Source: an optimization exercise on an open RTL-to-GDS flow (aim: small area). Production flows keep margins and buffers that such runs may drop.
At most, simulation tests tie the RTL to the original design; equivalence was not proved.
The RTL of run 1 was laid out without a check of its function.
Power figures rest on the tool's default switching activity, not on a simulated workload.

==> design/flow/design.v <==
module hart #(
    parameter RESET_ADDR = 32'h00000000
) (
    input  wire        i_clk,
    input  wire        i_rst,
    output wire [31:0] o_imem_raddr,
    input  wire [31:0] i_imem_rdata,
    output wire [31:0] o_dmem_addr,
    output wire        o_dmem_ren,
    output wire        o_dmem_wen,
    output wire [31:0] o_dmem_wdata,
    output wire [ 3:0] o_dmem_mask,
    input  wire [31:0] i_dmem_rdata,
    output wire        o_retire_valid,
    output wire [31:0] o_retire_inst,
    output wire        o_retire_trap,
    output wire        o_retire_halt,
    output wire [ 4:0] o_retire_rs1_raddr,
    output wire [ 4:0] o_retire_rs2_raddr,
    output wire [31:0] o_retire_rs1_rdata,
    output wire [31:0] o_retire_rs2_rdata,
    output wire [ 4:0] o_retire_rd_waddr,
    output wire [31:0] o_retire_rd_wdata,
    output wire [31:0] o_retire_pc,
    output wire [31:0] o_retire_next_pc
);
    localparam [2:0] S_CLR  = 3'd0,    
                     S_FST  = 3'd1,    
                     S_MAIN = 3'd2,
                     S_X0   = 3'd3,
                     S_X1   = 3'd4,
                     S_X2   = 3'd5,
                     S_F    = 3'd6;
    localparam [2:0] P_RS2  = 3'd7;    
    reg  [4:0] t;
    reg  [2:0] st;
    wire       t0  = (t == 5'd0);
    wire       t31 = (t == 5'd31);
    wire [31:0] inst = i_imem_rdata;
    wire [6:0]  opc  = inst[6:0];
    wire [2:0]  f3   = inst[14:12];
    wire [6:0]  f7   = inst[31:25];
    wire [4:0]  rd   = inst[11:7];
    wire [4:0]  rs1  = inst[19:15];
    wire [4:0]  rs2  = inst[24:20];
    wire op_lui   = (opc == 7'b0110111);
    wire op_auipc = (opc == 7'b0010111);
    wire op_jal   = (opc == 7'b1101111);
    wire op_jalr  = (opc == 7'b1100111);
    wire op_br    = (opc == 7'b1100011);
    wire op_load  = (opc == 7'b0000011);
    wire op_store = (opc == 7'b0100011);
    wire op_imm   = (opc == 7'b0010011);
    wire op_reg   = (opc == 7'b0110011);
    wire f7_zero  = (f7 == 7'b0000000);
    wire f7_alt   = (f7 == 7'b0100000);
    wire is_lui   = op_lui;
    wire is_auipc = op_auipc;
    wire is_jal   = op_jal;
    wire is_jalr  = op_jalr & (f3 == 3'b000);
    wire is_br    = op_br & (f3[2:1] != 2'b01);
    wire is_load  = op_load & (f3[1:0] != 2'b11) & ~(f3[2] & f3[1]);
    wire is_store = op_store & ~f3[2] & (f3[1:0] != 2'b11);
    wire is_opi   = op_imm & ((f3[1:0] != 2'b01) | (f3 == 3'b001 & f7_zero) |
                              (f3 == 3'b101 & (f7_zero | f7_alt)));
    wire is_opr   = op_reg & (f7_zero | (f7_alt & (f3 == 3'b000 | f3 == 3'b101)));
    wire is_ebrk  = (inst == 32'h00100073);
    wire is_alu   = is_opi | is_opr;
    wire legal    = is_lui | is_auipc | is_jal | is_jalr | is_br | is_load |
                    is_store | is_alu | is_ebrk;
    wire is_shift = is_alu & (f3[1:0] == 2'b01);
    wire is_slt   = is_alu & (f3[2:1] == 2'b01);
    wire sh_right = f3[2];
    wire sh_arith = inst[30];
    wire is_sub   = is_opr & (f3 == 3'b000) & inst[30];
    wire use_rs1  = ~(is_lui | is_auipc | is_jal);
    wire use_rs2  = is_opr | is_store | is_br;
    wire wr_rd    = is_alu | is_load | is_lui | is_auipc | is_jal | is_jalr;
    wire [2:0] ep = (st == S_FST) ? (use_rs2 ? P_RS2 : S_MAIN) : st;
    wire p_clr  = (st == S_CLR);
    wire p_rs2  = (ep == P_RS2);
    wire p_main = (ep == S_MAIN);
    wire p_x0   = (ep == S_X0);
    wire p_x1   = (ep == S_X1);
    wire p_x2   = (ep == S_X2);
    wire p_f    = (ep == S_F);
    wire p_sh   = p_x0 | p_x1 | p_x2;
    wire fin = (p_main & ~(is_slt | is_shift | is_load | is_store | is_br)) |
               (p_x0 & (is_slt | is_load | is_br)) |
               (p_x2 & sh_right) |
               p_f;
    reg  [31:0] op1, op2, res, npc;
    reg  [29:0] pc;
    wire        op1_in, op2_in, res_in, npc_in;
    wire [31:0] rf_lsb;
    wire        rf_bit;
    hart_rdmux u_rd (.lsb(rf_lsb), .sel(p_rs2 ? rs2 : rs1), .bit_o(rf_bit));
    wire        we_rd;
    wire        wbit = ~p_clr & res_in;
    assign rf_lsb[0] = 1'b0;
    wire [3:0] dhi;
    wire [7:0] dlo;
    genvar r;
    generate
        for (r = 0; r < 4; r = r + 1) begin : g_dhi
            assign dhi[r] = p_clr | (rd[4:3] == r);
        end
        for (r = 0; r < 8; r = r + 1) begin : g_dlo
            assign dlo[r] = p_clr | (we_rd & (rd[2:0] == r));
        end
        for (r = 1; r < 32; r = r + 1) begin : g_rf
            rf_ring u_ring (
                .clk  (i_clk),
                .sel_n(~(dhi[r >> 3] & dlo[r & 7])),
                .w    (wbit),
                .q0   (rf_lsb[r])
            );
        end
    endgenerate
    wire imm_t;
    hart_imm u_imm (.inst(inst), .t(t), .imm_t(imm_t));
    wire four_t = (t == 5'd2);
    reg  c;           
    reg  tk;          
    reg  aux;         
    reg  off0, off1;  
    reg  [1:0] dg;    
    reg  nc;          
    wire a_alu = is_lui ? 1'b0 : (is_auipc | is_jal | is_jalr) ? npc[0] : rf_bit;
    wire b_alu = (is_jal | is_jalr) ? four_t :
                 is_shift           ? 1'b0 :
                 (is_opr | is_br)   ? op2[0] : imm_t;
    wire binv  = is_sub | is_slt | is_br;
    wire bb    = b_alu ^ binv;
    wire cin   = t0 ? binv : c;
    wire sum   = a_alu ^ bb ^ cin;
    wire cout  = (a_alu & bb) | (a_alu & cin) | (bb & cin);
    reg  alu_out;
    always @(*) begin
        alu_out = sum;
        if (is_alu)
            case (f3)
                3'b100:  alu_out = a_alu ^ b_alu;
                3'b110:  alu_out = a_alu | b_alu;
                3'b111:  alu_out = a_alu & b_alu;
                default: alu_out = sum;
            endcase
    end
    wire cmp_signed = is_br ? ~f3[1] : ~f3[0];
    wire lt     = ~cout ^ (cmp_signed & (a_alu ^ b_alu));
    wire eq_all = tk & ~(a_alu ^ b_alu);
    wire taken  = f3[2] ? (lt ^ f3[0]) : (eq_all ^ f3[0]);
    wire [4:0] shamt = is_opr ? op2[5:1] : rs2;
    wire [1:0] dg_next = p_main ? shamt[1:0] : p_x0 ? shamt[3:2] : {1'b0, shamt[4]};
    wire sh_bit;
    hart_shift u_sh (.t(t), .res(res), .op1(op1), .dg(dg), .p_x0(p_x0), .p_x1(p_x1), .sh_right(sh_right), .sh_arith(sh_arith), .aux(aux), .sh_bit(sh_bit));
    wire mis = (f3[1:0] == 2'b01 & off0) | (f3[1:0] == 2'b10 & (off0 | off1));
    wire mem_trap = (is_load | is_store) & mis;
    reg  ld_tap, st_tap;
    always @(*) begin
        case ({off1, off0})
            2'd0: begin ld_tap = res[0];  st_tap = op2[0];  end
            2'd1: begin ld_tap = res[8];  st_tap = op2[24]; end
            2'd2: begin ld_tap = res[16]; st_tap = op2[16]; end
            default: begin ld_tap = res[24]; st_tap = op2[8]; end
        endcase
    end
    wire ld_in  = f3[1] | (f3[0] ? ~t[4] : (t[4:3] == 2'b00));
    wire ld_bit = ld_in ? ld_tap : (~f3[2] & aux);
    wire st_bit = (t[4:3] == 2'b00) ? op2[0] : st_tap;
    assign res_in = p_main ? alu_out :
                    p_x0 ? (is_slt ? (t0 & c) : is_load ? ld_bit : sh_bit) :
                    (p_x1 | p_x2) ? sh_bit :
                    res[0];
    assign op1_in = p_main ? (is_store ? st_bit : (use_rs1 & rf_bit)) :
                    p_f ? rf_bit :
                    (p_sh & is_shift & ~sh_right) ? res[0] :
                    op1[0];
    assign op2_in = p_rs2 ? rf_bit : (use_rs2 & op2[0]);
    wire redir = is_jal | is_jalr | (is_br & tk);
    wire a_n   = is_jalr ? rf_bit : npc[0];
    wire b_n   = redir ? imm_t : four_t;
    wire cin_n = ~t0 & nc;
    wire sum_n = a_n ^ b_n ^ cin_n;
    wire cout_n = (a_n & b_n) | (a_n & cin_n) | (b_n & cin_n);
    wire [31:0] reset_addr = RESET_ADDR;
    assign npc_in = p_clr ? reset_addr[t] :
                    fin ? (sum_n & ~(t0 & is_jalr)) :
                    npc[0];
    assign we_rd = fin & wr_rd & ~mem_trap;
    wire ld_cap = t31 & p_main & is_load;
    always @(posedge i_clk) begin
        op1 <= {op1_in, op1[31:1]};
        op2 <= {op2_in, op2[31:1]};
        npc <= {npc_in, npc[31:1]};
        res <= ld_cap ? i_dmem_rdata : {res_in, res[31:1]};
        c   <= (t31 & p_main) ? lt : cout;
        nc  <= cout_n;
        if (p_main)
            tk <= t31 ? taken : ((t0 | tk) & ~(a_alu ^ b_alu));
        if (p_main)
            aux <= rf_bit;
        else if (p_x0 & is_load & ld_in)
            aux <= ld_tap;
        if (p_main & t0)
            off0 <= alu_out;
        if (p_main & (t == 5'd1))
            off1 <= alu_out;
        if (t31 & (p_main | p_x0 | p_x1))
            dg <= dg_next;
        if (t31 & (fin | p_clr))
            pc <= {npc_in, npc[31:3]};
    end
    always @(posedge i_clk) begin
        if (i_rst) begin
            t  <= 5'd0;
            st <= S_CLR;
        end else begin
            t <= t + 5'd1;
            if (t31) begin
                if (p_clr | fin)
                    st <= S_FST;
                else if (p_rs2)
                    st <= S_MAIN;
                else if (p_main)
                    st <= is_store ? S_F : S_X0;
                else if (p_x0)
                    st <= S_X1;
                else if (p_x1)
                    st <= S_X2;
                else
                    st <= S_F;
            end
        end
    end
    assign o_imem_raddr       = {pc, 2'b00};
    assign o_retire_pc        = {pc, 2'b00};
    assign o_retire_inst      = inst;
    assign o_retire_valid     = t31 & fin & ~p_clr;
    assign o_retire_trap      = ~legal | mem_trap | (redir & npc[2]);
    assign o_retire_halt      = is_ebrk;
    assign o_retire_rs1_raddr = use_rs1 ? rs1 : 5'd0;
    assign o_retire_rs2_raddr = use_rs2 ? rs2 : 5'd0;
    assign o_retire_rd_waddr  = wr_rd ? rd : 5'd0;
    assign o_retire_rs1_rdata = {op1_in, op1[31:1]};
    assign o_retire_rs2_rdata = {op2_in, op2[31:1]};
    assign o_retire_rd_wdata  = {res_in, res[31:1]};
    assign o_retire_next_pc   = {npc_in, npc[31:1]};
    assign o_dmem_addr  = {res_in, res[31:3], 2'b00};
    assign o_dmem_wdata = {op1_in, op1[31:1]};
    assign o_dmem_ren   = t31 & p_main & is_load & ~mis;
    assign o_dmem_wen   = t31 & p_main & is_store & ~mis;
    assign o_dmem_mask  = (f3[1:0] == 2'b00) ? (4'b0001 << {off1, off0}) :
                          (f3[1:0] == 2'b01) ? (off1 ? 4'b1100 : 4'b0011) :
                                               4'b1111;
endmodule
`default_nettype wire
module rf_ring (
    input  wire clk,
    input  wire sel_n,
    input  wire w,
    output wire q0
);
    reg [31:0] q;
    always @(posedge clk)
        q <= {sel_n ? q[0] : w, q[31:1]};
    assign q0 = q[0];
endmodule
module hart_imm (input wire [31:0] inst, input wire [4:0] t, output wire imm_t);
    wire [6:0] opc = inst[6:0];
    wire f_u = (opc[6:0] == 7'b0110111) | (opc[6:0] == 7'b0010111);
    wire f_j = (opc == 7'b1101111);
    wire f_b = (opc == 7'b1100011);
    wire f_s = (opc == 7'b0100011);
    wire [31:0] mv = {inst[31:12], inst[31:20]};
    wire m = mv[t];
    wire [7:0] lv = {3'b000, inst[11:7]};
    wire l = lv[t[2:0]];
    wire ge12 = (t >= 5'd12);
    wire le4  = (t <= 5'd4);
    wire t11  = (t == 5'd11);
    wire tz   = (t == 5'd0);
    assign imm_t = f_u ? (ge12 & m) :
                   f_j ? (tz ? 1'b0 : t11 ? inst[20] : t[4] & (t[3] | t[2]) ? inst[31] : m) :
                   (f_s | f_b) ? ((f_b & tz) ? 1'b0 : le4 ? l : (f_b & t11) ? inst[7] : ge12 ? inst[31] : m) :
                   (ge12 ? inst[31] : m);
endmodule
module hart_shift (input wire [4:0] t, input wire [31:0] res, input wire [31:0] op1,
                   input wire [1:0] dg, input wire p_x0, input wire p_x1,
                   input wire sh_right, input wire sh_arith, input wire aux,
                   output reg sh_bit);
    always @(*) begin
        sh_bit = res[0];
        if (sh_right) begin
            if (p_x0)
                case (dg)
                    2'd1: sh_bit = (t <= 5'd30) ? res[1] : (sh_arith & aux);
                    2'd2: sh_bit = (t <= 5'd29) ? res[2] : (sh_arith & aux);
                    2'd3: sh_bit = (t <= 5'd28) ? res[3] : (sh_arith & aux);
                    default: sh_bit = res[0];
                endcase
            else if (p_x1)
                case (dg)
                    2'd1: sh_bit = (t <= 5'd27) ? res[4]  : (sh_arith & aux);
                    2'd2: sh_bit = (t <= 5'd23) ? res[8]  : (sh_arith & aux);
                    2'd3: sh_bit = (t <= 5'd19) ? res[12] : (sh_arith & aux);
                    default: sh_bit = res[0];
                endcase
            else
                sh_bit = dg[0] ? ((t <= 5'd15) ? res[16] : (sh_arith & aux)) : res[0];
        end else begin
            if (p_x0)
                case (dg)
                    2'd1: sh_bit = (t >= 5'd1) & op1[31];
                    2'd2: sh_bit = (t >= 5'd2) & op1[30];
                    2'd3: sh_bit = (t >= 5'd3) & op1[29];
                    default: sh_bit = res[0];
                endcase
            else if (p_x1)
                case (dg)
                    2'd1: sh_bit = (t >= 5'd4)  & op1[28];
                    2'd2: sh_bit = (t >= 5'd8)  & op1[24];
                    2'd3: sh_bit = (t >= 5'd12) & op1[20];
                    default: sh_bit = res[0];
                endcase
            else
                sh_bit = dg[0] ? ((t >= 5'd16) & op1[16]) : res[0];
        end
    end
endmodule
module hart_rdmux (input wire [31:0] lsb, input wire [4:0] sel, output wire bit_o);
    assign bit_o = lsb[sel];
endmodule
==> design/flow/flow/run.sh <==
#!/bin/bash
# Standard ORFS layout, with the port buffers made of the smallest buffer
# and a clock tree without dummy loads.
export BUFFER_PORTS_ARGS="-buffer_cell sky130_fd_sc_hd__buf_1"
export CTS_ARGS="-sink_clustering_enable -repair_clock_nets -buf_list sky130_fd_sc_hd__clkbuf_8 -dont_use_dummy_load -sink_clustering_size 18 -sink_clustering_max_diameter 60"
bash standard.sh > standard.log 2>&1
==> design/flow/standard.sh <==
#!/bin/bash
# synth_recipe.tcl (not shown) runs the flow's synth.tcl, then flattens the netlist and writes it again
# the make line also repeats each setting of config.mk as NAME=value (left out here)
make -C /OpenROAD-flow-scripts/flow DESIGN_CONFIG=/design/flow/config.mk WORK_HOME=/design/flow/orfs CLKGATE_MAP_FILE= SYNTH_SCRIPT=/design/flow/synth_recipe.tcl "${@:-finish}"
==> design/flow/config.mk <==
export PLATFORM = sky130hd
export DESIGN_NAME = hart
export DESIGN_NICKNAME = hart
export VERILOG_FILES = /design/flow/design.v
export SDC_FILE = /design/flow/constraint.sdc
export NUM_CORES = 8
export LEC_CHECK = 0
export ABC_AREA = 1
export CAP_MARGIN = 20
export CORE_MARGIN = 2
export CORE_UTILIZATION = 40
export SETUP_SLACK_MARGIN = 0.5
export SLEW_MARGIN = 20
export SYNTH_HIERARCHICAL = 1
export SYNTH_MINIMUM_KEEP_SIZE = 0
==> design/flow/constraint.sdc <==
create_clock -name core_clock -period 13.0 [get_ports {i_clk}]
set_input_delay 2.6000 -clock core_clock [delete_from_list [all_inputs] [get_ports {i_clk}]]
set_output_delay 2.6000 -clock core_clock [all_outputs]
set_load 0.01 [all_outputs]
==> metrics.md, run 1 <==
| Metric | Value |
|---|---|
| Final Hold Fails | 0 |
| Die footprint | 0.0773 mm^2 |
| Clk_skew | 79.6 ps |
| Pleak | 0.0130 uW |
| TNS Setup | 0 ps |
| DRT iter0 DRCs | 1066 |
| CORE AREA | 0.0743 mm^2 |
| Overall Global Routing Usage | 0.153 |
| Most area-consuming cells after synthesis | dfxtp_1 75%, buf_4 6.6%, nand2_1 5.3% |
| Post-cts hold buffer count | 0 |
| Layout cells sized above 1 | 0.0636 |
| EDFF count, synth | 36 |
| WL per Instance | 16.9 um |
| Initial antenna violation count | 3 |
| Worst Path Max Fanout | 17 |
| Detailed Place HPWL | 42900 um |
| Die W | 278 um |
| Yosys Warn Count | 9 |
| Placement Setup Slack | 2480 ps |
| WL met3 | 2800 um |
| Via/cell ratio | 4.26 |
| Power Density | 164 mW/mm^2 |
| Final worst path period share | 0.780 |
| Nets@finish | 2639 |
| Slew margin rel. | 0.291 |
| Top layer in use | met4 |
| RSZ-0062 raised after global routing | no |
| M1 wire length | 27900 um |
| Root Buffer | clkbuf_8 |
| Met2 wire length | 27500 um |
| Main combinational cell family by area after synthesis | simple AND/OR/NAND/NOR gates |
| CP max-delay cell | o21ai_2 |
| Mux share of post-synthesis cell area | 0.000333 |
| Compound-Gate Fraction of Synth Area | 0.0148 |
| Critical path type | in -> out |
| Synth area leader | dfxtp_1 |
| Outcome | finished clean |
| Grt total ovfl | 0 |
| Register area share after synthesis | 0.790 |
| Starting Density | 0.404 |
| Post-CTS Setup Bufs | 0 |
| Hold path depth | 0 |
| Mapped Cells | 2372 |
| Final min period | 10140 ps |
| Clock transition at the registers of the reported paths | 90 ps |
| Most instantiated library cell after synthesis | dfxtp_1 |
| FF-to-FF setup slack | 7990 ps |
| Startpoint types | input pin |
| Cell mode on critical path | nand2_1 |
| Worst Hold Launch | g_rf[16].u_ring.q[17] |
| Global-route wire length before repair | 88500 um |
| Reg2reg start | st[0] |
| Synth Register Bits | 1166 |
| # setup viols final | 0 |
| Fraction of the mapped netlist area in simple logic gates | 0.102 |
| Top cell type's share of synthesized area | 0.754 |
| Vias in the first global route | 14.3k |
| Critical Path RT | 10400 ps |
| Max rail drop VDD | 0.000108 V |
| Main synth FF type | dfxtp_1 |
| Insertion delay to the later sink of the worst-skew pair | 700 ps |
| FILL cells | 6892 |
| Largest net degree at the start of global routing | 36 |
| Antenna Violating Nets Remaining | 0 |
| CTS buffer count | 79 |
| GPL Wtd Cong | 0.881 |
| CTS max path bufs | 3 |
| # port buffers | 371 |
| Area grow syn2layout | 5.72% |
| Drt first pass iters | 5 |
| CTS tree | done |
| Synth Area in XOR/XNOR | 0.000584 |
| Worst reg2reg path endpoint | g_rf[11].u_ring.q[31] |
| Asr flop ratio synth | 0 |
| Slowest stage delay, CP | 610 ps |
| Netlist cell types | 46 |
| Final wirelength | 59800 um |
| Htree depth | 3 |
| CTS Sinks | 1166 |
| CP arrival | 7540 ps |
| Row cnt | 100 |
| Max Slew Vio Count | 0 |
| Cell Area, Synth | 0.0300 mm^2 |
| Post-synth top cells | 1130 x dfxtp_1, 427 x nand2_1, 264 x buf_4, 137 x inv_1, 92 x nor2_1 |
| Max cap viols | 0 |
| Reg2reg path depth | 31 |
| Synth Area in Adders | 0.00425 |
| Fmax | 98.6 MHz |
| Crit. End Element | output port |
| Total number of vias | 15.0k |
| Residual DRC count | 0 |
| Worst Setup Slack, final | 2860 ps |
| IO Count | 378 |
| Hold crit path type | reg -> reg |
| Worst Hold End | g_rf[16].u_ring.q[16] |
| CTS resizes | 0 |
| Avg Cell Area, Syn | 12.7 um^2 |
| Die Y-Extent | 278 um |
| Worst-margin pin slew | 1050 ps |
-- Yosys stat by module (local to each module, per instance) --
module,flip-flops and latches,area (um^2),cells inside
hart,174,8330,961
hart_imm,0,557,115
hart_rdmux,0,375,78
hart_shift,0,432,102
rf_ring,32,656,36
-- critical path: cells and delay by family --
family,cells,cell delay [ps]
and+or+nand+nor,20,2150
buffers and inverters,8,1340
AOI/OAI and AO/OA,2,940
adders and majority gates,1,350
muxes,1,160
-- worst max-delay path by stage --
stage / start / end / slack (ps) / cells past startpoint
after floorplan: i_imem_rdata[1] / o_dmem_addr[31] / 4500 / 33
after global placement: i_imem_rdata[13] / o_retire_rd_wdata[31] / 2760 / 32
after detailed placement: i_imem_rdata[13] / o_retire_rd_wdata[31] / 2480 / 32
after CTS: i_imem_rdata[13] / o_retire_rd_wdata[31] / 2460 / 32
after global routing: i_imem_rdata[13] / o_retire_rd_wdata[31] / 2170 / 32
final: i_imem_rdata[13] / o_retire_rd_wdata[31] / 2860 / 32
-- where the power goes --
part	total (uW)	switching, uW	internal [uW]	leakage, uW
combinational	111	79.5	31.7	0.00300
sequential	3590	4.82	3590	0.00943
clock	1510	965	547	0.000568
-- cell usage in the layout (no fill, tap or decap), types with 10 or more instances in the layout --
cell type,Yosys,final
a21oi_1,21,20
buf_1,0,371
buf_4,264,13
clkbuf_8,0,79
dfxtp_1,1130,1130
edfxtp_1,36,36
inv_1,137,137
nand2_1,427,427
nand2_2,24,24
nand3_1,81,81
nand3_2,15,15
nor2_1,92,92
nor3_1,19,19
o21ai_0,33,31
o21ai_1,9,10
-- layer usage --
layer | vias up | global-route usage
met4 | 0 | 0.0511
met5 | - | 0
met1 | 7085 | 0.203
met3 | 90 | 0.0286
met2 | 461 | 0.251
li1 | 7401 | -
-- per-stage QoR --
step           cells  hold WS, ps  cell area, um^2   util  power, uW
2_1_floorplan   2378          310            30000      -       3740
3_3_place_gp    3452          310            30600  0.412       3790
3_5_place_dp    3452          312            30600  0.412       3790
4_1_cts         3531          242            31700  0.427       5290
5_1_grt         3532          238            31700  0.427       5430
6_report        3532          251            31700  0.427       5220
-- registers in the layout, summed over array words and instances (netlist names), 2 cells and up --
| name | count |
|---|---|
| st | 3 |
| op2 | 32 |
| t | 5 |
| pc | 30 |
| res | 32 |
| op1 | 32 |
| dg | 2 |
| npc | 32 |
| g_rf.u_ring.q | 992 |
-- cell type report --
type | instances | area (um^2) | share of cell area
inverters | 146 | 553 | 0.0174
diodes | 1 | 2.50 | 0.0000788
repair buffers | 384 | 1490 | 0.0470
clock buffers | 79 | 1090 | 0.0343
well taps | 969 | 1210 | 0.0382
flip-flops and latches | 1166 | 23700 | 0.747
multi-input cells | 787 | 3690 | 0.116
-- logic make-up after synthesis --
family                   after synthesis
XOR/XNOR                               2
multiplexers                           1
flip-flops                          1166
AO/OA/AOI/OAI                         79
AND/OR/NAND/NOR                      689
buffers and inverters                425
other                                  1
adder cells (fa/ha/maj)                9
==> run 2, diff against run 1 <==
--- a/design/flow/design.v
+++ b/design/flow/design.v
@@ -95,4 +95,3 @@
     wire [31:0] rf_lsb;
-    wire        rf_bit;
-    hart_rdmux u_rd (.lsb(rf_lsb), .sel(p_rs2 ? rs2 : rs1), .bit_o(rf_bit));
+    wire        rf_bit = rf_lsb[p_rs2 ? rs2 : rs1];
     wire        we_rd;
@@ -100,23 +99,28 @@
     assign rf_lsb[0] = 1'b0;
-    wire [3:0] dhi;
-    wire [7:0] dlo;
     genvar r;
     generate
-        for (r = 0; r < 4; r = r + 1) begin : g_dhi
-            assign dhi[r] = p_clr | (rd[4:3] == r);
-        end
-        for (r = 0; r < 8; r = r + 1) begin : g_dlo
-            assign dlo[r] = p_clr | (we_rd & (rd[2:0] == r));
-        end
         for (r = 1; r < 32; r = r + 1) begin : g_rf
-            rf_ring u_ring (
-                .clk  (i_clk),
-                .sel_n(~(dhi[r >> 3] & dlo[r & 7])),
-                .w    (wbit),
-                .q0   (rf_lsb[r])
-            );
+            reg  [31:0] q;
+            wire we = p_clr | (we_rd & (rd == r));
+            always @(posedge i_clk)
+                q <= {we ? wbit : q[0], q[31:1]};
+            assign rf_lsb[r] = q[0];
         end
     endgenerate
-    wire imm_t;
-    hart_imm u_imm (.inst(inst), .t(t), .imm_t(imm_t));
+    wire f_u = op_lui | op_auipc;
+    wire f_j = op_jal;
+    wire f_b = op_br;
+    wire f_s = op_store;
+    wire [31:0] mv = {inst[31:12], inst[31:20]};
+    wire m = mv[t];
+    wire [7:0] lv = {3'b000, inst[11:7]};
+    wire l = lv[t[2:0]];
+    wire ge12 = (t >= 5'd12);
+    wire le4  = (t <= 5'd4);
+    wire t11  = (t == 5'd11);
+    wire tz   = (t == 5'd0);
+    wire imm_t = f_u ? (ge12 & m) :
+                   f_j ? (tz ? 1'b0 : t11 ? inst[20] : t[4] & (t[3] | t[2]) ? inst[31] : m) :
+                   (f_s | f_b) ? ((f_b & tz) ? 1'b0 : le4 ? l : (f_b & t11) ? inst[7] : ge12 ? inst[31] : m) :
+                   (ge12 ? inst[31] : m);
     wire four_t = (t == 5'd2);
@@ -154,4 +158,41 @@
     wire [1:0] dg_next = p_main ? shamt[1:0] : p_x0 ? shamt[3:2] : {1'b0, shamt[4]};
-    wire sh_bit;
-    hart_shift u_sh (.t(t), .res(res), .op1(op1), .dg(dg), .p_x0(p_x0), .p_x1(p_x1), .sh_right(sh_right), .sh_arith(sh_arith), .aux(aux), .sh_bit(sh_bit));
+    reg sh_bit;
+    always @(*) begin
+        sh_bit = res[0];
+        if (sh_right) begin
+            if (p_x0)
+                case (dg)
+                    2'd1: sh_bit = (t <= 5'd30) ? res[1] : (sh_arith & aux);
+                    2'd2: sh_bit = (t <= 5'd29) ? res[2] : (sh_arith & aux);
+                    2'd3: sh_bit = (t <= 5'd28) ? res[3] : (sh_arith & aux);
+                    default: sh_bit = res[0];
+                endcase
+            else if (p_x1)
+                case (dg)
+                    2'd1: sh_bit = (t <= 5'd27) ? res[4]  : (sh_arith & aux);
+                    2'd2: sh_bit = (t <= 5'd23) ? res[8]  : (sh_arith & aux);
+                    2'd3: sh_bit = (t <= 5'd19) ? res[12] : (sh_arith & aux);
+                    default: sh_bit = res[0];
+                endcase
+            else
+                sh_bit = dg[0] ? ((t <= 5'd15) ? res[16] : (sh_arith & aux)) : res[0];
+        end else begin
+            if (p_x0)
+                case (dg)
+                    2'd1: sh_bit = (t >= 5'd1) & op1[31];
+                    2'd2: sh_bit = (t >= 5'd2) & op1[30];
+                    2'd3: sh_bit = (t >= 5'd3) & op1[29];
+                    default: sh_bit = res[0];
+                endcase
+            else if (p_x1)
+                case (dg)
+                    2'd1: sh_bit = (t >= 5'd4)  & op1[28];
+                    2'd2: sh_bit = (t >= 5'd8)  & op1[24];
+                    2'd3: sh_bit = (t >= 5'd12) & op1[20];
+                    default: sh_bit = res[0];
+                endcase
+            else
+                sh_bit = dg[0] ? ((t >= 5'd16) & op1[16]) : res[0];
+        end
+    end
     wire mis = (f3[1:0] == 2'b01 & off0) | (f3[1:0] == 2'b10 & (off0 | off1));
@@ -257,77 +298 @@
 `default_nettype wire
-module rf_ring (
-    input  wire clk,
-    input  wire sel_n,
-    input  wire w,
-    output wire q0
-);
-    reg [31:0] q;
-    always @(posedge clk)
-        q <= {sel_n ? q[0] : w, q[31:1]};
-    assign q0 = q[0];
-endmodule
-module hart_imm (input wire [31:0] inst, input wire [4:0] t, output wire imm_t);
-    wire [6:0] opc = inst[6:0];
-    wire f_u = (opc[6:0] == 7'b0110111) | (opc[6:0] == 7'b0010111);
-    wire f_j = (opc == 7'b1101111);
-    wire f_b = (opc == 7'b1100011);
-    wire f_s = (opc == 7'b0100011);
-    wire [31:0] mv = {inst[31:12], inst[31:20]};
-    wire m = mv[t];
-    wire [7:0] lv = {3'b000, inst[11:7]};
-    wire l = lv[t[2:0]];
-    wire ge12 = (t >= 5'd12);
-    wire le4  = (t <= 5'd4);
-    wire t11  = (t == 5'd11);
-    wire tz   = (t == 5'd0);
-    assign imm_t = f_u ? (ge12 & m) :
-                   f_j ? (tz ? 1'b0 : t11 ? inst[20] : t[4] & (t[3] | t[2]) ? inst[31] : m) :
-                   (f_s | f_b) ? ((f_b & tz) ? 1'b0 : le4 ? l : (f_b & t11) ? inst[7] : ge12 ? inst[31] : m) :
-                   (ge12 ? inst[31] : m);
-endmodule
-module hart_shift (input wire [4:0] t, input wire [31:0] res, input wire [31:0] op1,
-                   input wire [1:0] dg, input wire p_x0, input wire p_x1,
-                   input wire sh_right, input wire sh_arith, input wire aux,
-                   output reg sh_bit);
-    always @(*) begin
-        sh_bit = res[0];
-        if (sh_right) begin
-            if (p_x0)
-                case (dg)
-                    2'd1: sh_bit = (t <= 5'd30) ? res[1] : (sh_arith & aux);
-                    2'd2: sh_bit = (t <= 5'd29) ? res[2] : (sh_arith & aux);
-                    2'd3: sh_bit = (t <= 5'd28) ? res[3] : (sh_arith & aux);
-                    default: sh_bit = res[0];
-                endcase
-            else if (p_x1)
-                case (dg)
-                    2'd1: sh_bit = (t <= 5'd27) ? res[4]  : (sh_arith & aux);
-                    2'd2: sh_bit = (t <= 5'd23) ? res[8]  : (sh_arith & aux);
-                    2'd3: sh_bit = (t <= 5'd19) ? res[12] : (sh_arith & aux);
-                    default: sh_bit = res[0];
-                endcase
-            else
-                sh_bit = dg[0] ? ((t <= 5'd15) ? res[16] : (sh_arith & aux)) : res[0];
-        end else begin
-            if (p_x0)
-                case (dg)
-                    2'd1: sh_bit = (t >= 5'd1) & op1[31];
-                    2'd2: sh_bit = (t >= 5'd2) & op1[30];
-                    2'd3: sh_bit = (t >= 5'd3) & op1[29];
-                    default: sh_bit = res[0];
-                endcase
-            else if (p_x1)
-                case (dg)
-                    2'd1: sh_bit = (t >= 5'd4)  & op1[28];
-                    2'd2: sh_bit = (t >= 5'd8)  & op1[24];
-                    2'd3: sh_bit = (t >= 5'd12) & op1[20];
-                    default: sh_bit = res[0];
-                endcase
-            else
-                sh_bit = dg[0] ? ((t >= 5'd16) & op1[16]) : res[0];
-        end
-    end
-endmodule
-module hart_rdmux (input wire [31:0] lsb, input wire [4:0] sel, output wire bit_o);
-    assign bit_o = lsb[sel];
-endmodule
==> design/flow/flow/run.sh (replaced) <==
#!/bin/bash
# Layout flow: the standard flow, with three changes:
#  1. after the standard synthesis, the combinational logic is mapped again
#     by ABC for area (amap); the flip-flops are kept as they are, with
#     their names and cell types;
#  2. the port buffers are the smallest buffer (buf_1);
#  3. a clock tree of clkbuf_8 without dummy loads.
set -euo pipefail
here=$(pwd)
R=$here/orfs/results/sky130hd/hart/base
LIB=$FLOW_HOME/platforms/sky130hd/lib/sky130_fd_sc_hd__tt_025C_1v80.lib

# 1. standard synthesis, up to the Yosys netlist
bash standard.sh $R/1_2_yosys.v > synth.log 2>&1
cp $R/1_2_yosys.v $here/standard_synth.v

# 2. remap the combinational logic
DU=$(sed 's/^/-dont_use /' flow/dont_use.txt | tr '\n' ' ')
SEQ=$(grep -o '^ *sky130_fd_sc_hd__[a-z0-9_]*' standard_synth.v | sort -u | grep -E '__(df|edf|sdf|dl|conb)' | tr '\n' ' ')
cat > remap.ys <<EOY
read_liberty -ignore_miss_func $LIB
read_verilog $here/standard_synth.v
hierarchy -top hart
blackbox $SEQ
flatten
opt_clean -purge
abc -liberty $LIB $DU -script +strash;dch,-f;amap,-F,20,-A,20,-E,1;topo
opt_clean -purge
splitnets
opt_clean -purge
hilomap -singleton -hicell sky130_fd_sc_hd__conb_1 HI -locell sky130_fd_sc_hd__conb_1 LO
insbuf -buf sky130_fd_sc_hd__buf_4 A X
opt_clean -purge
stat -liberty $LIB
write_verilog -noattr -nohex -nodec $here/remap_all.v
EOY
yosys -s remap.ys > remap.log 2>&1
python3 flow/remap.py remap_all.v $R/1_2_yosys.v

# 3. the rest of the standard flow
export BUFFER_PORTS_ARGS="-buffer_cell sky130_fd_sc_hd__buf_1"
export CTS_ARGS="-sink_clustering_enable -repair_clock_nets -buf_list sky130_fd_sc_hd__clkbuf_8 -dont_use_dummy_load -sink_clustering_size 18 -sink_clustering_max_diameter 60"
bash standard.sh > layout.log 2>&1
==> design/flow/flow/dont_use.txt (new file) <==
sky130_fd_sc_hd__lpflow_bleeder_1
sky130_fd_sc_hd__lpflow_clkbufkapwr_1
sky130_fd_sc_hd__lpflow_clkbufkapwr_16
sky130_fd_sc_hd__lpflow_clkbufkapwr_2
sky130_fd_sc_hd__lpflow_clkbufkapwr_4
sky130_fd_sc_hd__lpflow_clkbufkapwr_8
sky130_fd_sc_hd__lpflow_clkinvkapwr_1
sky130_fd_sc_hd__lpflow_clkinvkapwr_16
sky130_fd_sc_hd__lpflow_clkinvkapwr_2
sky130_fd_sc_hd__lpflow_clkinvkapwr_4
sky130_fd_sc_hd__lpflow_clkinvkapwr_8
sky130_fd_sc_hd__lpflow_decapkapwr_12
sky130_fd_sc_hd__lpflow_decapkapwr_3
sky130_fd_sc_hd__lpflow_decapkapwr_4
sky130_fd_sc_hd__lpflow_decapkapwr_6
sky130_fd_sc_hd__lpflow_decapkapwr_8
sky130_fd_sc_hd__lpflow_inputiso0n_1
sky130_fd_sc_hd__lpflow_inputiso0p_1
sky130_fd_sc_hd__lpflow_inputiso1n_1
sky130_fd_sc_hd__lpflow_inputiso1p_1
sky130_fd_sc_hd__lpflow_inputisolatch_1
sky130_fd_sc_hd__lpflow_isobufsrc_1
sky130_fd_sc_hd__lpflow_isobufsrc_16
sky130_fd_sc_hd__lpflow_isobufsrc_2
sky130_fd_sc_hd__lpflow_isobufsrc_4
sky130_fd_sc_hd__lpflow_isobufsrc_8
sky130_fd_sc_hd__lpflow_isobufsrckapwr_16
sky130_fd_sc_hd__lpflow_lsbuf_lh_hl_isowell_tap_1
sky130_fd_sc_hd__lpflow_lsbuf_lh_hl_isowell_tap_2
sky130_fd_sc_hd__lpflow_lsbuf_lh_hl_isowell_tap_4
sky130_fd_sc_hd__lpflow_lsbuf_lh_isowell_4
sky130_fd_sc_hd__lpflow_lsbuf_lh_isowell_tap_1
sky130_fd_sc_hd__lpflow_lsbuf_lh_isowell_tap_2
sky130_fd_sc_hd__lpflow_lsbuf_lh_isowell_tap_4
sky130_fd_sc_hd__probe_p_8
sky130_fd_sc_hd__probec_p_8
==> design/flow/flow/remap.py (new file) <==
#!/usr/bin/env python3
# Keep only module hart from a Yosys netlist that also holds the cell models.
import re, sys
src = open(sys.argv[1]).read()
m = re.search(r'^module hart\s*\(.*?^endmodule\s*$', src, re.M | re.S)
open(sys.argv[2], 'w').write(m.group(0) + '\n')
--- a/design/flow/config.mk
+++ b/design/flow/config.mk
@@ -8,3 +8,3 @@
 export ABC_AREA = 1
-export CAP_MARGIN = 20
+export CAP_MARGIN = 0
 export CORE_MARGIN = 2
@@ -12,4 +12,2 @@
 export SETUP_SLACK_MARGIN = 0.5
-export SLEW_MARGIN = 20
-export SYNTH_HIERARCHICAL = 1
-export SYNTH_MINIMUM_KEEP_SIZE = 0
+export SLEW_MARGIN = 0
==> metrics.md, run 2 <==
| Metric | Value |
|---|---|
| Outcome | finished clean (unchanged) |
| Vias in the first global route | 13.4k (was 14.3k) |
| Antenna Violating Nets Remaining | 0 (unchanged) |
| Total number of vias | 13.8k (was 15.0k) |
| Multi-input gate area | 0.00272 mm^2 (was 0.00369 mm^2) |
| Post-Place Cells | 3022 (was 3452) |
| Clk_skew | 61.6 ps (was 79.6 ps) |
| Layout cells sized above 1 | 0.0488 (was 0.0636) |
| Largest net degree at the start of global routing | 34 (was 36) |
| IO Count | 378 (unchanged) |
| Residual DRC count | 0 (unchanged) |
| Insertion delay to the later sink of the worst-skew pair | 630 ps (was 700 ps) |
| Hold crit path type | reg -> reg (unchanged) |
| Via/cell ratio | 4.43 (was 4.26) |
| Final worst path period share | 0.913 (was 0.780) |
| FF+latch area | 0.0237 mm^2 (unchanged) |
| CP max-delay cell | o22ai_1 (was o21ai_2) |
| Worst Setup Slack, final | 1130 ps (was 2860 ps) |
| # port buffers | 371 (unchanged) |
| Die footprint | 0.0742 mm^2 (was 0.0773 mm^2) |
| CTS tree | done (unchanged) |
| # setup viols final | 0 (unchanged) |
| GPL Wtd Cong | 0.936 (was 0.881) |
| WL per Instance | 18.3 um (was 16.9 um) |
| RSZ-0062 raised after global routing | no (unchanged) |
| Mapped Cells | 1961 (was 2372) |
| Nets@finish | 2219 (was 2639) |
| Worst-margin pin slew | 1010 ps (was 1050 ps) |
| Drt first pass iters | 7 (was 5) |
| Overall Global Routing Usage | 0.151 (was 0.153) |
| Die W | 272 um (was 278 um) |
| Post-cts hold buffer count | 0 (unchanged) |
| Fmax | 84.3 MHz (was 98.6 MHz) |
| CP arrival | 9270 ps (was 7540 ps) |
| Area grow syn2layout | 6.03% (was 5.72%) |
| Global-route wire length before repair | 83500 um (was 88500 um) |
| Slowest stage delay, CP | 620 ps (was 610 ps) |
| CTS buffer count | 79 (unchanged) |
| Largest register FFs | 992 (unchanged) |
| Startpoint types | input pin (unchanged) |
| Worst Path Max Fanout | 28 (was 17) |
| Max cap viols | 0 (unchanged) |
| Layout Cells excl Fill | 3104 (was 3532) |
| Power Density | 170 mW/mm^2 (was 164 mW/mm^2) |
| FILL cells | 6530 (was 6892) |
| Yosys Warn Count | 1 (was 9) |
| Slew margin rel. | 0.321 (was 0.291) |
| Pleak | 0.0113 uW (was 0.0130 uW) |
| Die Y-Extent | 272 um (was 278 um) |
| Clock transition at the registers of the reported paths | 90 ps (about the same) |
| Placement Setup Slack | 655 ps (was 2480 ps) |
| Root Buffer | clkbuf_8 (unchanged) |
| CORE AREA | 0.0714 mm^2 (was 0.0743 mm^2) |
| Final wirelength | 56900 um (was 59800 um) |
| Commonest non-fill, non-tap cells in the layout | 1130 x dfxtp_1, 371 x buf_1, 86 x clkinv_1 (was 1130 x dfxtp_1, 427 x nand2_1, 371 x buf_1) |
| Detailed Place HPWL | 41200 um (was 42900 um) |
| Final Hold Fails | 0 (unchanged) |
| Final min period | 11870 ps (was 10140 ps) |
| CTS max path bufs | 3 (unchanged) |
| Initial antenna violation count | 3 (unchanged) |
| Max rail drop VDD | 0.0000736 V (was 0.000108 V) |
| Crit. End Element | output port (unchanged) |
| Max Slew Vio Count | 0 (unchanged) |
| Htree depth | 3 (unchanged) |
| Cell mode on critical path | nor2_1 (was nand2_1) |
| TNS Setup | 0 ps (unchanged) |
| Row cnt | 98 (was 100) |
| Most flops, register | g_rf.q (was g_rf.u_ring.q) |
| Avg Cell Area, Syn | 14.7 um^2 (was 12.7 um^2) |
| Grt total ovfl | 0 (unchanged) |
| Critical path type | in -> out (unchanged) |
| Critical Path RT | 10400 ps (about the same) |
| Starting Density | 0.404 (about the same) |
| DRT iter0 DRCs | 788 (was 1066) |
| CTS Sinks | 1166 (unchanged) |
| Most common cell after layout, fill and taps aside | dfxtp_1 (unchanged) |
| Util after Layout | 0.428 (was 0.427) |
| Cell Area, Synth | 0.0288 mm^2 (was 0.0300 mm^2) |
run 2: routing by layer:
layer  global-route usage  routed length [um]
met1                0.183               24100
met2                0.244               26100
met3               0.0345                3240
met4               0.0917                3390
met5                    0                  13
run 2: final timing paths:
check | endpoint | startpoint | slack, ps | cells after the start
min reg2reg | g_rf[19].q[14] | g_rf[19].q[15] | 270 | 0
min | g_rf[19].q[14] | g_rf[19].q[15] | 270 | 0
max reg2reg | g_rf[3].q[31] | t[0] | 6750 | 23
max | o_dmem_addr[31] | i_imem_rdata[3] | 1130 | 27
run 2: critical path, delay by kind of cell:
family | cells | cell delay (ps)
buffers and inverters | 8 | 1890
and+or+nand+nor | 10 | 2040
AOI/OAI and AO/OA | 9 | 2700
run 2: per-stage QoR:
stage | power (uW) | cell area, um^2 | hold WS (ps)
finish | 5210 | 30600 | 275
global route | 5430 | 30600 | 277
CTS | 5280 | 30500 | 274
detailed placement | 3780 | 29500 | 312
global placement | 3780 | 29500 | 310
floorplan | 3740 | 28800 | 310
run 2: final cells by class:
class | count | share of cell area
Inverter | 87 | 0.0108
Multi-Input combinational cell | 429 | 0.0888
Timing Repair Buffer | 390 | 0.0502
Tap cell | 950 | 0.0389
Antenna cell | 3 | 0.000246
Clock buffer | 79 | 0.0356
Sequential cell | 1166 | 0.775
run 2: what timing repair did:
item,in CTS,in global routing
resized for setup,0,3
setup buffers,0,0
endpoints found under the setup margin,0,2
run 2: where the power goes:
group | internal, uW | switching, uW
sequential | 3590 | 6.88
combinational | 30.4 | 70.7
clock | 547 | 962
==> run 3, diff against run 2 <==
--- a/design/flow/config.mk
+++ b/design/flow/config.mk
@@ -8,3 +8,3 @@
 export ABC_AREA = 1
-export CAP_MARGIN = 0
+export CAP_MARGIN = 20
 export CORE_MARGIN = 2
@@ -12,2 +12,2 @@
 export SETUP_SLACK_MARGIN = 0.5
-export SLEW_MARGIN = 0
+export SLEW_MARGIN = 20
==> metrics.md, run 3 <==
| Metric | Value |
|---|---|
| Outcome | finished clean (unchanged) |
| Overall power | 5210 uW (unchanged) |
| Worst reg2reg path endpoint | g_rf[3].q[31] (unchanged) |
| Via/cell ratio | 4.43 (unchanged) |
| Overall Global Routing Usage | 0.151 (unchanged) |
| Row cnt | 98 (unchanged) |
| Global-route wire length before repair | 83500 um (unchanged) |
| CORE AREA | 0.0714 mm^2 (unchanged) |
| FILL cells | 6530 (unchanged) |
| GPL Wtd Cong | 0.936 (unchanged) |
| Die W | 272 um (unchanged) |
| Worst Setup Slack, final | 1130 ps (unchanged) |
| Starting Density | 0.404 (unchanged) |
| Critical Path RT | 10400 ps (about the same) |
| Placement Setup Slack | 655 ps (unchanged) |
| Area grow syn2layout | 6.03% (unchanged) |
| IO Count | 378 (unchanged) |
| Total number of vias | 13.8k (unchanged) |
| Largest register FFs | 992 (unchanged) |
| Max rail drop VDD | 0.0000736 V (unchanged) |
| CP arrival | 9270 ps (about the same) |
| Fmax | 84.3 MHz (unchanged) |
| CTS buffer count | 79 (unchanged) |
| Most common cell after layout, fill and taps aside | dfxtp_1 (unchanged) |
| Mapped Cells | 1961 (unchanged) |
| # port buffers | 371 (unchanged) |
| Largest net degree at the start of global routing | 34 (unchanged) |
| Avg Cell Area, Syn | 14.7 um^2 (unchanged) |
| Insertion delay to the later sink of the worst-skew pair | 630 ps (about the same) |
| Clock transition at the registers of the reported paths | 90 ps (about the same) |
| DRT iter0 DRCs | 788 (unchanged) |
| CTS Sinks | 1166 (unchanged) |
| Die Y-Extent | 272 um (unchanged) |
| FF+latch area | 0.0237 mm^2 (unchanged) |
| Slew margin rel. | 0.321 (unchanged) |
| Drt first pass iters | 7 (unchanged) |
| Hold path depth | 0 (unchanged) |
| # setup viols final | 0 (unchanged) |
| CTS tree | done (unchanged) |
| Reg2reg path depth | 23 (unchanged) |
| Layout Cells excl Fill | 3104 (unchanged) |
| Multi-input gate area | 0.00272 mm^2 (unchanged) |
| Htree depth | 3 (unchanged) |
| Reg2reg start | t[0] (unchanged) |
| Die footprint | 0.0742 mm^2 (unchanged) |
| Power Density | 170 mW/mm^2 (unchanged) |
| Grt total ovfl | 0 (unchanged) |
| Layout cells sized above 1 | 0.0488 (unchanged) |
| Crit. End Element | output port (unchanged) |
| CTS max path bufs | 3 (unchanged) |
| Final min period | 11870 ps (unchanged) |
| Post-CTS Setup Bufs | 0 (unchanged) |
| Clk_skew | 61.6 ps (unchanged) |
| TNS Setup | 0 ps (unchanged) |
| Residual DRC count | 0 (unchanged) |
| Antenna Violating Nets Remaining | 0 (unchanged) |
| Worst Path Max Fanout | 28 (unchanged) |
| Critical Path Source | i_imem_rdata[3] (unchanged) |
| Max Slew Vio Count | 0 (unchanged) |
| Initial antenna violation count | 3 (unchanged) |
| RSZ-0062 raised after global routing | no (unchanged) |
| Startpoint types | input pin (unchanged) |
| Final Hold Fails | 0 (unchanged) |
| Worst-margin pin slew | 1010 ps (unchanged) |
| Final worst path period share | 0.913 (unchanged) |
| Hold crit path type | reg -> reg (unchanged) |
| Most flops, register | g_rf.q (unchanged) |
| Root Buffer | clkbuf_8 (unchanged) |
| Worst Hold End | g_rf[19].q[14] (unchanged) |
| WL per Instance | 18.3 um (unchanged) |
| Cell Area, Synth | 0.0288 mm^2 (unchanged) |
| Worst Hold Launch | g_rf[19].q[15] (unchanged) |
| Max cap viols | 0 (unchanged) |
| FF-to-FF setup slack | 6750 ps (about the same) |
| Final wirelength | 56900 um (unchanged) |
| Post-Place Cells | 3022 (unchanged) |
| Detailed Place HPWL | 41200 um (unchanged) |
| Critical path type | in -> out (unchanged) |
| Vias in the first global route | 13.4k (unchanged) |
| Nets@finish | 2219 (unchanged) |
| Pleak | 0.0113 uW (unchanged) |
| Commonest non-fill, non-tap cells in the layout | 1130 x dfxtp_1, 371 x buf_1, 86 x clkinv_1 (unchanged) |
| Yosys Warn Count | 1 (unchanged) |
==> run 3: worst max-delay path, stage by stage <==
cell        delay (ps)
buf_1              110
nor2_1             110
nand3_1            380
nor3_1             480
clkinv_1           230
nor2_1             190
o21ai_0            160
clkinv_1           140
nor3_1              80
buf_4              160
o31ai_1            280
nand3_1            280
o22ai_1            620
clkinv_1           410
nor3_1             260
o21ai_0            120
o22ai_1            150
buf_4              160
nor2_1              40
a211oi_1           460
nand2_1            130
o21ai_0            140
o221a_1            230
nor2_1              90
o21bai_4           540
clkinvlp_4         440
buf_1              240
==> run 3: repair_timing <==
action                                  in CTS  in global routing
hold buffers                                 0                  0
resized for setup                            0                  3
hold endpoints to repair                     0                  0
endpoints found under the setup margin       0                  2
==> run 3: area by class of cell <==
type,instances,area share
repair buffers,390,0.0502
inverters,87,0.0108
diodes,3,0.000246
clock buffers,79,0.0356
flip-flops and latches,1166,0.775
well taps,950,0.0389
multi-input cells,429,0.0888
==> run 3: metrics by stage <==
step	hold WS (ps)	utilization	instance area, um^2
after floorplan	310	-	28800
after global placement	310	0.413	29500
after detailed placement	312	0.413	29500
after CTS	274	0.428	30500
after global routing	277	0.428	30600
final	275	0.428	30600
==> run 3: power breakdown <==
group	switching [uW]	internal, uW	leakage [uW]	total, uW
logic	70.7	30.4	0.00128	101
registers	6.88	3590	0.00943	3600
clock network	962	547	0.000568	1510
total	1040	4170	0.0113	5210
==> run 3: worst max-delay path by stage <==
stage | endpoint | slack, ps | cells past startpoint
global placement | o_dmem_addr[31] | 930 | 32
finish | o_dmem_addr[31] | 1130 | 27
CTS | o_dmem_addr[31] | 630 | 28
detailed placement | o_dmem_addr[31] | 650 | 28
global route | o_dmem_addr[31] | 520 | 32
floorplan | o_retire_rd_wdata[31] | 1090 | 21
==> run 3: layer usage <==
| metal | GRT usage | wire [um] | vias up |
|---|---|---|---|
| met2 | 0.244 | 26100 | 465 |
| li1 | - | - | 6608 |
| met4 | 0.0917 | 3390 | 2 |
| met5 | 0 | 13 | - |
| met3 | 0.0345 | 3240 | 133 |
| met1 | 0.183 | 24100 | 6556 |
==> run 4, diff against run 3 <==
--- a/design/flow/flow/run.sh
+++ b/design/flow/flow/run.sh
@@ -41,3 +41,3 @@
 export BUFFER_PORTS_ARGS="-buffer_cell sky130_fd_sc_hd__buf_1"
-export CTS_ARGS="-sink_clustering_enable -repair_clock_nets -buf_list sky130_fd_sc_hd__clkbuf_8 -dont_use_dummy_load -sink_clustering_size 18 -sink_clustering_max_diameter 60"
+export CTS_ARGS="-sink_clustering_enable -repair_clock_nets -buf_list sky130_fd_sc_hd__clkbuf_8 -dont_use_dummy_load -sink_clustering_size 22 -sink_clustering_max_diameter 70"
 bash standard.sh > layout.log 2>&1
==> metrics.md, run 4 <==
| Metric | Value |
|---|---|
| WL per Instance | 18.3 um (about the same) |
| Crit. End Element | output port (unchanged) |
| Final min period | 11790 ps (was 11870 ps) |
| CTS buffer count | 61 (was 79) |
| Hold crit path type | reg -> reg (unchanged) |
| Critical path type | in -> out (unchanged) |
| Post-Place Cells | 3022 (unchanged) |
| CP bufs+invs | 8 (unchanged) |
| CTS tree | done (unchanged) |
| WHS | 252 ps (was 275 ps) |
| Final worst path period share | 0.907 (was 0.913) |
| Residual DRC count | 0 (unchanged) |
| Slowest stage delay, CP | 610 ps (was 620 ps) |
| Met1 Usage GRT | 0.183 (about the same) |
| Avg Cell Area, Syn | 14.7 um^2 (unchanged) |
| Power share of the sequential group | 0.712 (was 0.691) |
| Pleak | 0.0112 uW (was 0.0113 uW) |
| Hold path depth | 0 (unchanged) |
| Final Hold Fails | 0 (unchanged) |
| Final wirelength | 56600 um (was 56900 um) |
| RSZ-0062 raised after global routing | no (unchanged) |
| CTS max path bufs | 3 (unchanged) |
| Die footprint | 0.0742 mm^2 (unchanged) |
| Insertion delay to the later sink of the worst-skew pair | 720 ps (was 630 ps) |
| Switching Share | 0.199 (was 0.200) |
| Critical Path RT | 10400 ps (about the same) |
| Mapped Cells | 1961 (unchanged) |
| Outcome | finished clean (unchanged) |
| Global-route wire length before repair | 82700 um (was 83500 um) |
| Largest register FFs | 992 (unchanged) |
| Met3 usage | 0.0290 (was 0.0345) |
| Reg2reg path depth | 23 (unchanged) |
| Net Sw Power | 1010 uW (was 1040 uW) |
| Worst reg2reg path endpoint | g_rf[15].q[31] (was g_rf[3].q[31]) |
| Max rail drop VDD | 0.0000783 V (was 0.0000736 V) |
| Commonest non-fill, non-tap cells in the layout | 1130 x dfxtp_1, 371 x buf_1, 86 x clkinv_1 (unchanged) |
| Worst Path Max Fanout | 28 (unchanged) |
| Worst Hold End | g_rf[15].q[14] (was g_rf[19].q[14]) |
| Htree depth | 2 (was 3) |
| Detailed Place HPWL | 41200 um (unchanged) |
| DRT iter0 DRCs | 808 (was 788) |
| Area grow syn2layout | 5.18% (was 6.03%) |
| Most flops, register | g_rf.q (unchanged) |
| # port buffers | 371 (unchanged) |
| Vias in the first global route | 13.2k (was 13.4k) |
| CTS Sinks | 1166 (unchanged) |
| Overall Global Routing Usage | 0.148 (was 0.151) |
| Cell Area, Synth | 0.0288 mm^2 (unchanged) |
| CP max-delay cell | o22ai_1 (unchanged) |
| Startpoint types | input pin (unchanged) |
| Die W | 272 um (unchanged) |
| Initial antenna violation count | 2 (was 3) |
| Cell mode on critical path | nor2_1 (unchanged) |
| # setup viols final | 0 (unchanged) |
| Layout cells sized above 1 | 0.0408 (was 0.0488) |
| Drt first pass iters | 5 (was 7) |
| Nets@finish | 2201 (was 2219) |
| Util after Layout | 0.425 (was 0.428) |
| Antenna Violating Nets Remaining | 0 (unchanged) |
| Max cap viols | 0 (unchanged) |
| Reg2reg start | t[0] (unchanged) |
| Root Buffer | clkbuf_8 (unchanged) |
| Yosys Warn Count | 1 (unchanged) |
| TNS Setup | 0 ps (unchanged) |
| Layout Cells excl Fill | 3087 (was 3104) |
| CP arrival | 9190 ps (was 9270 ps) |
| Row cnt | 98 (unchanged) |
| Most common cell after layout, fill and taps aside | dfxtp_1 (unchanged) |
| Total number of vias | 13.7k (was 13.8k) |
| Cell family with most CP delay | compound AO/OA/AOI/OAI gates (unchanged) |
| CORE AREA | 0.0714 mm^2 (unchanged) |
| Max Slew Vio Count | 0 (unchanged) |
| GPL Wtd Cong | 0.936 (unchanged) |
| Grt total ovfl | 0 (unchanged) |
| GRT Max-Usage Layer | met2 (unchanged) |
| Internal power | 4040 uW (was 4170 uW) |
| Grt met2 use | 0.244 (about the same) |
| Clk pwr share | 0.268 (was 0.290) |
| Slew margin rel. | 0.333 (was 0.321) |
| Clock transition at the registers of the reported paths | 110 ps (was 90 ps) |
| Worst-margin pin slew | 994 ps (was 1010 ps) |
| Clk_skew | 93.8 ps (was 61.6 ps) |
| FF-to-FF setup slack | 6810 ps (was 6750 ps) |
| IO Count | 378 (unchanged) |
| Power Density | 167 mW/mm^2 (was 170 mW/mm^2) |
| Via/cell ratio | 4.44 (was 4.43) |
| Die Y-Extent | 272 um (unchanged) |
| Overall power | 5050 uW (was 5210 uW) |
| Largest net degree at the start of global routing | 34 (unchanged) |
| Starting Density | 0.404 (unchanged) |
| Fmax | 84.8 MHz (was 84.3 MHz) |
| Combinational fraction of design power | 0.020 (was 0.019) |
| Worst Hold Launch | g_rf[15].q[15] (was g_rf[19].q[15]) |
-- run 4: changes by cell type in the layout (fill, tap and decap cells not counted), sizes merged --
cell,previous run,this run
clkbuf,79,61
diode,3,4
-- run 4: layer usage --
metal	vias to the layer above	part of all wire
met4	2	0.055
met2	436	0.47
met1	6587	0.42
met5	-	0.00023
met3	121	0.058
li1	6573	-
-- run 4: final cells by class --
cell class              count  area (um^2)
multi-input cells         429         2720
repair buffers            390         1540
flip-flops and latches   1166        23700
fillers                  6540        41000
inverters                  87          330
clock buffers              61          840
diodes                      4         10.0
well taps                 950         1190
-- run 4: metrics by stage --
step | cell area (um^2) | setup slack [ps]
2_1_floorplan | 28800 | 1090
3_3_place_gp | 29500 | 932
3_5_place_dp | 29500 | 655
4_1_cts | 30300 | 626
5_1_grt | 30300 | 523
6_report | 30300 | 1210
-- run 4: how the worst max path moves through the flow --
stage / endpoint / from / depth (start not counted) / slack (ps)
after global routing: o_dmem_addr[31] / i_imem_rdata[3] / 32 / 520
after global placement: o_dmem_addr[31] / i_imem_rdata[3] / 32 / 930
after CTS: o_dmem_addr[31] / i_imem_rdata[3] / 28 / 630
after detailed placement: o_dmem_addr[31] / i_imem_rdata[3] / 28 / 650
after floorplan: o_retire_rd_wdata[31] / i_imem_rdata[26] / 21 / 1090
final: o_dmem_addr[31] / i_imem_rdata[3] / 27 / 1210
-- run 4: repair_timing --
| action | in CTS | in global routing |
|---|---|---|
| resized for setup | 0 | 3 |
| hold buffers | 0 | 0 |
| setup buffers | 0 | 0 |
| endpoints found under the setup margin | 0 | 2 |
-- run 4: power by group through the flow --
stage	Sequential [uW]	Clock [uW]	Combinational, uW
detailed placement	3680	0	99.7
floorplan	3680	0	64.5
global placement	3680	0	100
finish	3600	1350	101
global route	3600	1550	110
CTS	3600	1420	100
-- run 4: worst reg2reg max path, delay by kind of cell (launching register included) --
family | cells | cell delay (ps)
flip-flops | 1 | 650
AO/OA/AOI/OAI | 13 | 3840
buffers and inverters | 1 | 440
AND/OR/NAND/NOR | 9 | 1130
==> run 5, diff against run 4 <==
--- a/design/flow/flow/run.sh
+++ b/design/flow/flow/run.sh
@@ -41,3 +41,3 @@
 export BUFFER_PORTS_ARGS="-buffer_cell sky130_fd_sc_hd__buf_1"
-export CTS_ARGS="-sink_clustering_enable -repair_clock_nets -buf_list sky130_fd_sc_hd__clkbuf_8 -dont_use_dummy_load -sink_clustering_size 22 -sink_clustering_max_diameter 70"
+export CTS_ARGS="-sink_clustering_enable -repair_clock_nets -buf_list sky130_fd_sc_hd__clkbuf_4 -dont_use_dummy_load -sink_clustering_size 12 -sink_clustering_max_diameter 40"
 bash standard.sh > layout.log 2>&1
==> metrics.md, run 5 <==
| Metric | Value |
|---|---|
| Worst reg2reg path endpoint | g_rf[3].q[31] (was g_rf[15].q[31]) |
| Reg2reg start | t[0] (unchanged) |
| Post-cts hold buffer count | 0 (unchanged) |
| Max Slew Vio Count | 0 (unchanged) |
| Most common cell after layout, fill and taps aside | dfxtp_1 (unchanged) |
| WL per Instance | 18.2 um (was 18.3 um) |
| Cell mode on critical path | nor2_1 (unchanged) |
| Nets@finish | 2261 (was 2201) |
| Worst Hold End | g_rf[19].q[14] (was g_rf[15].q[14]) |
| Grt total ovfl | 0 (unchanged) |
| Die W | 272 um (unchanged) |
| Max cap viols | 0 (unchanged) |
| Overall power | 5090 uW (was 5050 uW) |
| Root Buffer | clkbuf_4 (was clkbuf_8) |
| Layout cells sized above 1 | 0.0670 (was 0.0408) |
| Final Hold Fails | 0 (unchanged) |
| Total number of vias | 14.0k (was 13.7k) |
| Cell Area, Synth | 0.0288 mm^2 (unchanged) |
| CP arrival | 9230 ps (was 9190 ps) |
| Drt first pass iters | 7 (was 5) |
| Fmax | 84.6 MHz (was 84.8 MHz) |
| CORE AREA | 0.0714 mm^2 (unchanged) |
| WHS | 152 ps (was 252 ps) |
| Slowest stage delay, CP | 610 ps (about the same) |
| Clock transition at the registers of the reported paths | 80 ps (was 110 ps) |
| FF-to-FF setup slack | 6860 ps (was 6810 ps) |
| Reg2reg path depth | 23 (unchanged) |
| Startpoint types | input pin (unchanged) |
| CP max-delay cell | o22ai_1 (unchanged) |
| Final min period | 11830 ps (was 11790 ps) |
| CTS tree | done (unchanged) |
| # port buffers | 371 (unchanged) |
| Residual DRC count | 0 (unchanged) |
| CTS Sinks | 1166 (unchanged) |
| Power Density | 167 mW/mm^2 (about the same) |
| Antenna Violating Nets Remaining | 0 (unchanged) |
| Final worst path period share | 0.910 (was 0.907) |
| Worst Hold Launch | g_rf[19].q[15] (was g_rf[15].q[15]) |
| Critical Path RT | 10400 ps (about the same) |
| CTS max path bufs | 3 (unchanged) |
| Yosys Warn Count | 1 (unchanged) |
| Largest net degree at the start of global routing | 34 (unchanged) |
| Max rail drop VDD | 0.0000899 V (was 0.0000783 V) |
| FF+latch area | 0.0237 mm^2 (unchanged) |
| Via/cell ratio | 4.47 (was 4.44) |
| Outcome | finished clean (unchanged) |
| Post-CTS Setup Bufs | 0 (unchanged) |
| Htree depth | 3 (was 2) |
| Mapped Cells | 1961 (unchanged) |
| Area grow syn2layout | 5.41% (was 5.18%) |
| Critical path type | in -> out (unchanged) |
| Initial antenna violation count | 3 (was 2) |
| Row cnt | 98 (unchanged) |
| Avg Cell Area, Syn | 14.7 um^2 (unchanged) |
| Slew margin rel. | 0.316 (was 0.333) |
| Final Cell Area | 0.0304 mm^2 (was 0.0303 mm^2) |
| FILL cells | 6596 (was 6540) |
| Hold crit path type | reg -> reg (unchanged) |
| CTS buffer count | 121 (was 61) |
| Pleak | 0.0113 uW (was 0.0112 uW) |
| DRT iter0 DRCs | 805 (was 808) |
| TNS Setup | 0 ps (unchanged) |
| Final wirelength | 57300 um (was 56600 um) |
| Commonest non-fill, non-tap cells in the layout | 1130 x dfxtp_1, 371 x buf_1, 121 x clkbuf_4 (was 1130 x dfxtp_1, 371 x buf_1, 86 x clkinv_1) |
| Largest register FFs | 992 (unchanged) |
| IO Count | 378 (unchanged) |
| Vias in the first global route | 13.8k (was 13.2k) |
| Hold path depth | 0 (unchanged) |
| Die Y-Extent | 272 um (unchanged) |
| Clk_skew | 166 ps (was 93.8 ps) |
| RSZ-0062 raised after global routing | no (unchanged) |
| Starting Density | 0.404 (unchanged) |
| Overall Global Routing Usage | 0.152 (was 0.148) |
| Crit. End Element | output port (unchanged) |
| Post-DP Area | 0.0295 mm^2 (unchanged) |
| Multi-input gate area | 0.00272 mm^2 (unchanged) |
| Die footprint | 0.0742 mm^2 (unchanged) |
| GPL Wtd Cong | 0.936 (unchanged) |
| Worst Path Max Fanout | 28 (unchanged) |
| Global-route wire length before repair | 84200 um (was 82700 um) |
| Insertion delay to the later sink of the worst-skew pair | 880 ps (was 720 ps) |
| Worst-margin pin slew | 1020 ps (was 994 ps) |
| Most flops, register | g_rf.q (unchanged) |
| # setup viols final | 0 (unchanged) |
| Detailed Place HPWL | 41200 um (unchanged) |
## run 5: cell type report
cell class | count | area share
antenna | 3 | 0.000247
clock buffer | 121 | 0.0299
inverter | 87 | 0.0109
multi-input combinational | 429 | 0.0893
sequential | 1166 | 0.780
tap | 950 | 0.0391
timing repair buffer | 390 | 0.0505
## run 5: timing repair
item	4_1_cts	5_1_grt
hold endpoints to repair	0	0
endpoints found under the setup margin	0	2
gates resized for setup	0	3
## run 5: critical path: cells and delay by family
kind,cells,cell delay [ps]
and+or+nand+nor,10,1990
buffers and inverters,8,1910
AOI/OAI and AO/OA,9,2700
## run 5: metrics by stage
stage                      util  setup WS, ps  cells
after floorplan               -          1090   1966
after global placement    0.413           932   3022
after detailed placement  0.413           655   3022
after CTS                 0.425           625   3143
after global routing      0.426           520   3144
final                     0.426          1170   3146
## run 5: worst max-delay path by stage
| stage | cells after the start | start | end | slack (ps) |
|---|---|---|---|---|
| 6_report | 27 | i_imem_rdata[3] | o_dmem_addr[31] | 1170 |
| 5_1_grt | 32 | i_imem_rdata[3] | o_dmem_addr[31] | 520 |
| 4_1_cts | 28 | i_imem_rdata[3] | o_dmem_addr[31] | 630 |
| 3_5_place_dp | 28 | i_imem_rdata[3] | o_dmem_addr[31] | 650 |
| 3_3_place_gp | 32 | i_imem_rdata[3] | o_dmem_addr[31] | 930 |
| 2_1_floorplan | 21 | i_imem_rdata[26] | o_retire_rd_wdata[31] | 1090 |
## run 5: routing by layer
| metal | GRT usage | vias up | routed length [um] |
|---|---|---|---|
| li1 | - | 6748 | - |
| met1 | 0.182 | 6646 | 23900 |
| met2 | 0.245 | 520 | 26500 |
| met3 | 0.0354 | 131 | 3640 |
| met4 | 0.0970 | 2 | 3290 |
| met5 | 0 | - | 13 |
## run 5: power breakdown
part,switching [uW],internal (uW)
logic,70.8,30.4
registers,6.97,3590
clock network,964,426

what the ideal ports hide:
The results above use ideal ports. As a check the final layouts listed here were re-extracted and re-timed, cells and wires unchanged. Step 1 sets driving cells, clkbuf_16 on the clock port and buf_2 on the other inputs (assumed; they add their load-dependent delay and slew). Step 2 times the ports against the registers' clock, not the clock port: input delays grow and output delays shrink by t, the midpoint of the rising clock arrivals with the driver on. Three values: ideal ports, drivers, drivers and shift; two values: the first two.
run | t, ns | setup WS [ns] | worst hold slack (ns)
run 1 | 0.717 | 2.859 / 2.782 / 2.782 | 0.251 / 0.251 / 0.251
run 2 | 0.682 | 1.134 / 1.114 / 1.114 | 0.275 / 0.275 / 0.275
run 3 | 0.682 | 1.134 / 1.114 / 1.114 | 0.275 / 0.275 / 0.275
run 4 | 0.725 | 1.206 / 1.186 / 1.186 | 0.252 / 0.252 / 0.252
run 5 | 0.863 | 1.173 / 1.152 / 1.152 | 0.152 / 0.152 / 0.152
After both steps setup and hold are still met in every run listed. The setup slack of run 1, which loses most, moves by -0.077 ns with the drivers and by -0.077 ns with both steps.
